From an optimization exercise on the open Yosys and OpenROAD flow, aimed at small area, a short achievable clock period and few clock cycles; shortcuts taken in it are not production practice.
No functional check of the RTL was part of any run shown here.
No activity file was given, so power comes from the tool's default toggle rates.

## flow/design.v (module list and top-level ports; edited modules follow where they fit)
// module taylor_sine: 52 lines
// module taylor_sine_g: 3305 lines
// module taylor_sine_e: 964 lines
module taylor_sine(
    input clock,
    input reset,
    input start_in,
    input signed [11:0] x_in,
    output reg ready_out,
    output [11:0] sin_out
);
  // ...
==> flow/flow/run.sh <==
#!/bin/bash
# The standard layout (the standard.sh, unchanged steps and settings),
# except that the port buffers that global placement inserts on every
# input and output are the small sky130_fd_sc_hd__buf_1 instead of the
# buffer cell the resizer would pick by default.
set -euo pipefail
export BUFFER_PORTS_ARGS="-buffer_cell sky130_fd_sc_hd__buf_1"
bash standard.sh > standard.log 2>&1
==> flow/standard.sh <==
#!/bin/bash
# synth_recipe.tcl (not shown) runs the flow's synth.tcl, then flattens the netlist and writes it again
# the make line also repeats each setting of config.mk as NAME=value (left out here)
make -C /OpenROAD-flow-scripts/flow DESIGN_CONFIG=/design/flow/config.mk WORK_HOME=/design/flow/orfs CLKGATE_MAP_FILE= SYNTH_SCRIPT=/design/flow/synth_recipe.tcl "${@:-finish}"
==> flow/config.mk <==
export PLATFORM = sky130hd
export DESIGN_NAME = taylor_sine
export DESIGN_NICKNAME = taylor_sine
export VERILOG_FILES = /design/flow/design.v
export SDC_FILE = /design/flow/constraint.sdc
export NUM_CORES = 4
export LEC_CHECK = 0
export ABC_AREA = 1
export CAP_MARGIN = 20
export CORE_MARGIN = 2
export CORE_UTILIZATION = 65
export CTS_BUF_LIST = sky130_fd_sc_hd__clkbuf_8
export SLEW_MARGIN = 20
==> flow/constraint.sdc <==
create_clock -name core_clock -period 10.0 [get_ports {clock}]
set_input_delay 2.0000 -clock core_clock [delete_from_list [all_inputs] [get_ports {clock}]]
set_output_delay 2.0000 -clock core_clock [all_outputs]
set_load 0.01 [all_outputs]
==> results.json, run 1 <==
{
  "status": "aborted with a tool error",
  "flow.stopped_at": "5_1_grt",
  "error": "[ERROR GRT-0116] Global routing finished with congestion. Check the congestion regions in the DRC Viewer.",
  "netlist.area_leader.share": 0.287,
  "die_h_um": 154,
  "synthAdderAreaFrac": 0.0156,
  "root_buffer": "clkbuf_8",
  "htreeDepth": 1,
  "synth_top_family_by_area": "simple AND/OR/NAND/NOR gates",
  "synth_seq_area_share": 0.0540,
  "synth_seq_cells": 27,
  "hpwl_um": 85200,
  "yosys.area_share.xor_xnor": 0.0126,
  "clock_sink_count": 27,
  "async_flop_share": 0,
  "place_inst": 3223,
  "synth_area_sq_um": 14600,
  "yosys.area.top_type": "nand2_1",
  "synth-compound-area-share": 0.215,
  "ioPinCount": 28,
  "die_w_um": 154,
  "num_rows": 54,
  "synthCells": 3035,
  "synth_edf_count": 25,
  "cts_setup_buffers": 0,
  "synth.most_common_cell": "nand2_1",
  "synthFlopType": "edfxtp_1",
  "place_area_sq_um": 14500,
  "clockBufferDepth": 2,
  "synthMuxAreaShare": 0,
  "synth_cell_types": 53,
  "synth_area_leaders": "nand2_1 29%, nand3_1 12%, nor2_1 8.9%, o21ai_0 6.8%, a21oi_1 5.4%",
  "synth_warnings": 1,
  "cts_inserted_buffers": 3,
  "place_congestion": 2.00,
  "avgSynthCellArea_sq_um": 4.82
}
==> inputs of run 2 (changes only) <==
--- a/flow/config.mk
+++ b/flow/config.mk
@@ -10,3 +10,3 @@
 export CORE_MARGIN = 2
-export CORE_UTILIZATION = 65
+export CORE_UTILIZATION = 40
 export CTS_BUF_LIST = sky130_fd_sc_hd__clkbuf_8
==> results.json, run 2 <==
{
  "initial_core_util": 0.403,
  "synth_seq_area_share": 0.0540,
  "io_buffers": 27,
  "place_area_sq_um": 15100,
  "synth.most_common_cell": "nand2_1",
  "synth_area_leaders": "nand2_1 29%, nand3_1 12%, nor2_1 8.9%, o21ai_0 6.8%, a21oi_1 5.4%",
  "num_rows": 70,
  "avgSynthCellArea_sq_um": 4.82,
  "postCtsHoldBufs": 0,
  "htreeDepth": 1,
  "cts_inserted_buffers": 3,
  "synth_area_sq_um": 14600,
  "netlist.area_leader.share": 0.287,
  "synth_cell_types": 53,
  "clockBufferDepth": 2,
  "status": "aborted with a tool error",
  "async_flop_share": 0,
  "hpwl_um": 114000,
  "pre_cts_slack_ns": 3.99,
  "root_buffer": "clkbuf_8",
  "place_congestion": 1.56,
  "synthCells": 3035,
  "clock_sink_count": 27,
  "synth_nets": 3067,
  "die_h_um": 195,
  "synth_common_cells": "1,120 x nand2_1, 359 x nand3_1, 346 x nor2_1",
  "yosys.area.top_type": "nand2_1",
  "synth_warnings": 1,
  "cts_setup_buffers": 0,
  "ioPinCount": 28,
  "synth_edf_count": 25,
  "synthFlopType": "edfxtp_1",
  "grt_max_degree": 45,
  "error": "[ERROR GRT-0116] Global routing finished with congestion. Check the congestion regions in the DRC Viewer.",
  "flow.stopped_at": "5_1_grt",
  "synth_seq_cells": 27,
  "die_w_um": 195,
  "cts_resized": 0
}
-- run 2: cell counts after synthesis --
No cell type changed its count.
-- run 2: per-stage QoR --
step	cells	utilization
CTS	3457	0.417
detailed placement	3453	0.415
global placement	3452	0.415
floorplan	3035	-
-- run 2: worst max-delay path by stage --
stage | cells after the start | slack (ns) | start | to
CTS | 20 | 3.82 | xr[11] | sin_out[11]
detailed placement | 18 | 3.99 | x_in[11] | gr[1]
global placement | 18 | 3.84 | x_in[11] | gr[1]
floorplan | 20 | 4.69 | xr[11] | sin_out[11]
-- run 2: cells by family after synthesis --
| group | synth area share |
|---|---|
| XOR/XNOR | 0.0126 |
| AND/OR/NAND/NOR | 0.583 |
| buffers and inverters | 0.121 |
| flip-flops | 0.0540 |
| AO/OA/AOI/OAI | 0.215 |
| adder cells (fa/ha/maj) | 0.0156 |
-- run 2: power groups by stage --
stage               logic, mW  registers (mW)  clock network, mW
floorplan               0.683           0.140                  0
global placement         1.31           0.146                  0
detailed placement       1.27           0.145                  0
CTS                      1.27           0.143             0.0904
==> inputs of run 3 (changes only) <==
--- a/flow/config.mk
+++ b/flow/config.mk
@@ -10,3 +10,3 @@
 export CORE_MARGIN = 2
-export CORE_UTILIZATION = 40
+export CORE_UTILIZATION = 50
 export CTS_BUF_LIST = sky130_fd_sc_hd__clkbuf_8
==> results.json, run 3 <==
{
  "place_congestion": 1.71,
  "synthCells": 3035,
  "die_h_um": 175,
  "error": "[ERROR GRT-0116] Global routing finished with congestion. Check the congestion regions in the DRC Viewer.",
  "synth_edf_count": 25,
  "ioPinCount": 28,
  "async_flop_share": 0,
  "root_buffer": "clkbuf_8",
  "clock_sink_count": 27,
  "netlist.area_leader.share": 0.287,
  "clockBufferDepth": 2,
  "place_inst": 3353,
  "synth_area_sq_um": 14600,
  "io_buffers": 27,
  "grt_max_degree": 64,
  "cts_setup_buffers": 0,
  "synthFlopType": "edfxtp_1",
  "cts_inserted_buffers": 3,
  "die_w_um": 175,
  "cts_resized": 0,
  "synth_warnings": 1,
  "synth_cell_types": 53,
  "synth_area_leaders": "nand2_1 29%, nand3_1 12%, nor2_1 8.9%, o21ai_0 6.8%, a21oi_1 5.4%",
  "num_rows": 62,
  "flow.stopped_at": "5_1_grt",
  "synth_seq_area_share": 0.0540,
  "synth_seq_cells": 27,
  "yosys.area.top_type": "nand2_1",
  "initial_core_util": 0.509,
  "synth.most_common_cell": "nand2_1",
  "synth_nets": 3067,
  "hpwl_um": 102000,
  "htreeDepth": 1,
  "synth_common_cells": "1,120 x nand2_1, 359 x nand3_1, 346 x nor2_1",
  "postCtsHoldBufs": 0,
  "avgSynthCellArea_sq_um": 4.82,
  "status": "aborted with a tool error"
}
run 3: cell counts after synthesis:
No cell type changed its count.
run 3: kinds of logic after synthesis:
group / count (synthesis) / share of synthesized area
adder cells (fa/ha/maj): 17 / 0.0156
buffers and inverters: 389 / 0.121
AO/OA/AOI/OAI: 557 / 0.215
XOR/XNOR: 21 / 0.0126
flip-flops: 27 / 0.0540
AND/OR/NAND/NOR: 2024 / 0.583
run 3: per-stage QoR:
| step | area (sq um) | hold slack [ns] | total power, mW | util | setup WS, ns |
|---|---|---|---|---|---|
| floorplan | 14600 | 0.445 | 0.823 | - | 4.69 |
| global placement | 14900 | 0.440 | 1.38 | 0.517 | 3.44 |
| detailed placement | 14900 | 0.470 | 1.36 | 0.517 | 3.54 |
| CTS | 14900 | 0.502 | 1.45 | 0.519 | 3.64 |
run 3: how the worst min path moves through the flow:
stage / startpoint / end / slack (ns) / cells after the start
floorplan: armed / ready_out / 0.44 / 2
global placement: ready_out / ready_out / 0.44 / 2
detailed placement: ready_out / ready_out / 0.47 / 2
CTS: ready_out / ready_out / 0.50 / 2
run 3: power by group through the flow:
stage / Combinational, mW / Sequential (mW) / Clock [mW]
2_1_floorplan: 0.683 / 0.140 / 0
3_3_place_gp: 1.24 / 0.145 / 0
4_1_cts: 1.22 / 0.142 / 0.0883
3_5_place_dp: 1.22 / 0.145 / 0
==> inputs of run 4 (changes only) <==
--- a/flow/config.mk
+++ b/flow/config.mk
@@ -10,4 +10,5 @@
 export CORE_MARGIN = 2
-export CORE_UTILIZATION = 50
+export CORE_UTILIZATION = 28
 export CTS_BUF_LIST = sky130_fd_sc_hd__clkbuf_8
+export PLACE_DENSITY = 0.33
 export SLEW_MARGIN = 20
==> results.json, run 4 <==
{
  "status": "aborted with a tool error",
  "flow.stopped_at": "5_1_grt",
  "error": "[ERROR GRT-0116] Global routing finished with congestion. Check the congestion regions in the DRC Viewer.",
  "root_buffer": "clkbuf_8",
  "synth_seq_area_share": 0.0540,
  "synth_area_sq_um": 14600,
  "synth_seq_cells": 27,
  "synthFlopType": "edfxtp_1",
  "die_w_um": 233,
  "die_h_um": 233,
  "yosys.area_share.xor_xnor": 0.0126,
  "io_buffers": 27,
  "synth-simple-area-share": 0.583,
  "grt_max_degree": 64,
  "cts_inserted_buffers": 3,
  "synthAdderAreaFrac": 0.0156,
  "pre_cts_slack_ns": 3.50,
  "clockBufferDepth": 2,
  "synthCells": 3035,
  "synth_nets": 3067,
  "async_flop_share": 0,
  "clock_sink_count": 27,
  "synth.most_common_cell": "nand2_1",
  "netlist.area_leader.share": 0.287,
  "synth_area_leaders": "nand2_1 29%, nand3_1 12%, nor2_1 8.9%, o21ai_0 6.8%, a21oi_1 5.4%",
  "num_rows": 83,
  "synth_top_family_by_area": "simple AND/OR/NAND/NOR gates",
  "initial_core_util": 0.284,
  "cts_resized": 0,
  "place_congestion": 1.55,
  "htreeDepth": 1,
  "postCtsHoldBufs": 0,
  "synth_warnings": 1,
  "hpwl_um": 116000,
  "synth_common_cells": "1,120 x nand2_1, 359 x nand3_1, 346 x nor2_1",
  "avgSynthCellArea_sq_um": 4.82,
  "yosys.area.top_type": "nand2_1",
  "synth_cell_types": 53,
  "synth_edf_count": 25,
  "cts_setup_buffers": 0,
  "synth-compound-area-share": 0.215,
  "ioPinCount": 28,
  "synthMuxAreaShare": 0
}
==> run 4: cell counts after synthesis <==
Identical to the previous run, type by type.
==> run 4: worst min path at each step <==
stage                     slack, ns   endpoint      start
after floorplan                0.44  ready_out      armed
after global placement         0.45  ready_out  ready_out
after detailed placement       0.52  ready_out      armed
after CTS                      0.54  ready_out      armed
==> run 4: logic make-up after synthesis <==
group | after synthesis
flops | 27
xor+xnor | 21
simple gates | 2024
buf+inv | 389
fa+ha+maj | 17
compound gates | 557
==> run 4: power groups by stage <==
stage / registers [mW] / clock network (mW) / logic (mW)
2_1_floorplan: 0.140 / 0 / 0.683
3_3_place_gp: 0.147 / 0 / 1.27
3_5_place_dp: 0.147 / 0 / 1.26
4_1_cts: 0.145 / 0.102 / 1.27
==> run 4: through the flow <==
step                      cell area, sq um   util  instances
after CTS                            15300  0.297       3653
after detailed placement             15200  0.296       3649
after global placement               15200  0.296       3649
after floorplan                      14600      -       3035
==> inputs of run 5 (changes only) <==
--- a/flow/config.mk
+++ b/flow/config.mk
@@ -10,5 +10,5 @@
 export CORE_MARGIN = 2
-export CORE_UTILIZATION = 28
+export CORE_UTILIZATION = 35
 export CTS_BUF_LIST = sky130_fd_sc_hd__clkbuf_8
-export PLACE_DENSITY = 0.33
+export PLACE_DENSITY = 0.4
 export SLEW_MARGIN = 20
==> results.json, run 5 <==
{
  "status": "aborted with a tool error",
  "flow.stopped_at": "5_1_grt",
  "error": "[ERROR GRT-0116] Global routing finished with congestion. Check the congestion regions in the DRC Viewer.",
  "die_w_um": 209,
  "avgSynthCellArea_sq_um": 4.82,
  "synth_seq_cells": 27,
  "synth_area_sq_um": 14600,
  "clock_sink_count": 27,
  "ioPinCount": 28,
  "clockBufferDepth": 2,
  "postCtsHoldBufs": 0,
  "synth_area_leaders": "nand2_1 29%, nand3_1 12%, nor2_1 8.9%, o21ai_0 6.8%, a21oi_1 5.4%",
  "htreeDepth": 1,
  "cts_setup_buffers": 0,
  "grt_max_degree": 59,
  "place_congestion": 1.61,
  "synth.most_common_cell": "nand2_1",
  "synth_seq_area_share": 0.0540,
  "synth_cell_types": 53,
  "place_inst": 3502,
  "synthCells": 3035,
  "die_h_um": 209,
  "synth_common_cells": "1,120 x nand2_1, 359 x nand3_1, 346 x nor2_1",
  "synth_warnings": 1,
  "hpwl_um": 115000,
  "cts_inserted_buffers": 3,
  "pre_cts_slack_ns": 3.52,
  "yosys.area.top_type": "nand2_1",
  "synth_edf_count": 25,
  "initial_core_util": 0.356,
  "cts_resized": 0,
  "place_area_sq_um": 15100,
  "synth_nets": 3067,
  "synthFlopType": "edfxtp_1",
  "netlist.area_leader.share": 0.287,
  "root_buffer": "clkbuf_8",
  "async_flop_share": 0,
  "num_rows": 74,
  "io_buffers": 27
}
-- run 5: cell counts after synthesis --
Identical to the previous run, type by type.
-- run 5: cells by family after synthesis --
family | Yosys count | synth area share
XOR/XNOR | 21 | 0.0126
adder cells (fa/ha/maj) | 17 | 0.0156
AND/OR/NAND/NOR | 2024 | 0.583
buffers and inverters | 389 | 0.121
flip-flops | 27 | 0.0540
AO/OA/AOI/OAI | 557 | 0.215
-- run 5: worst min path at each step --
| stage | end |
|---|---|
| after floorplan | ready_out |
| after global placement | ready_out |
| after detailed placement | ready_out |
| after CTS | ready_out |
-- run 5: power groups by stage --
stage / clock network [mW] / registers (mW) / logic, mW
4_1_cts: 0.0929 / 0.144 / 1.28
3_5_place_dp: 0 / 0.146 / 1.28
3_3_place_gp: 0 / 0.146 / 1.32
2_1_floorplan: 0 / 0.140 / 0.683
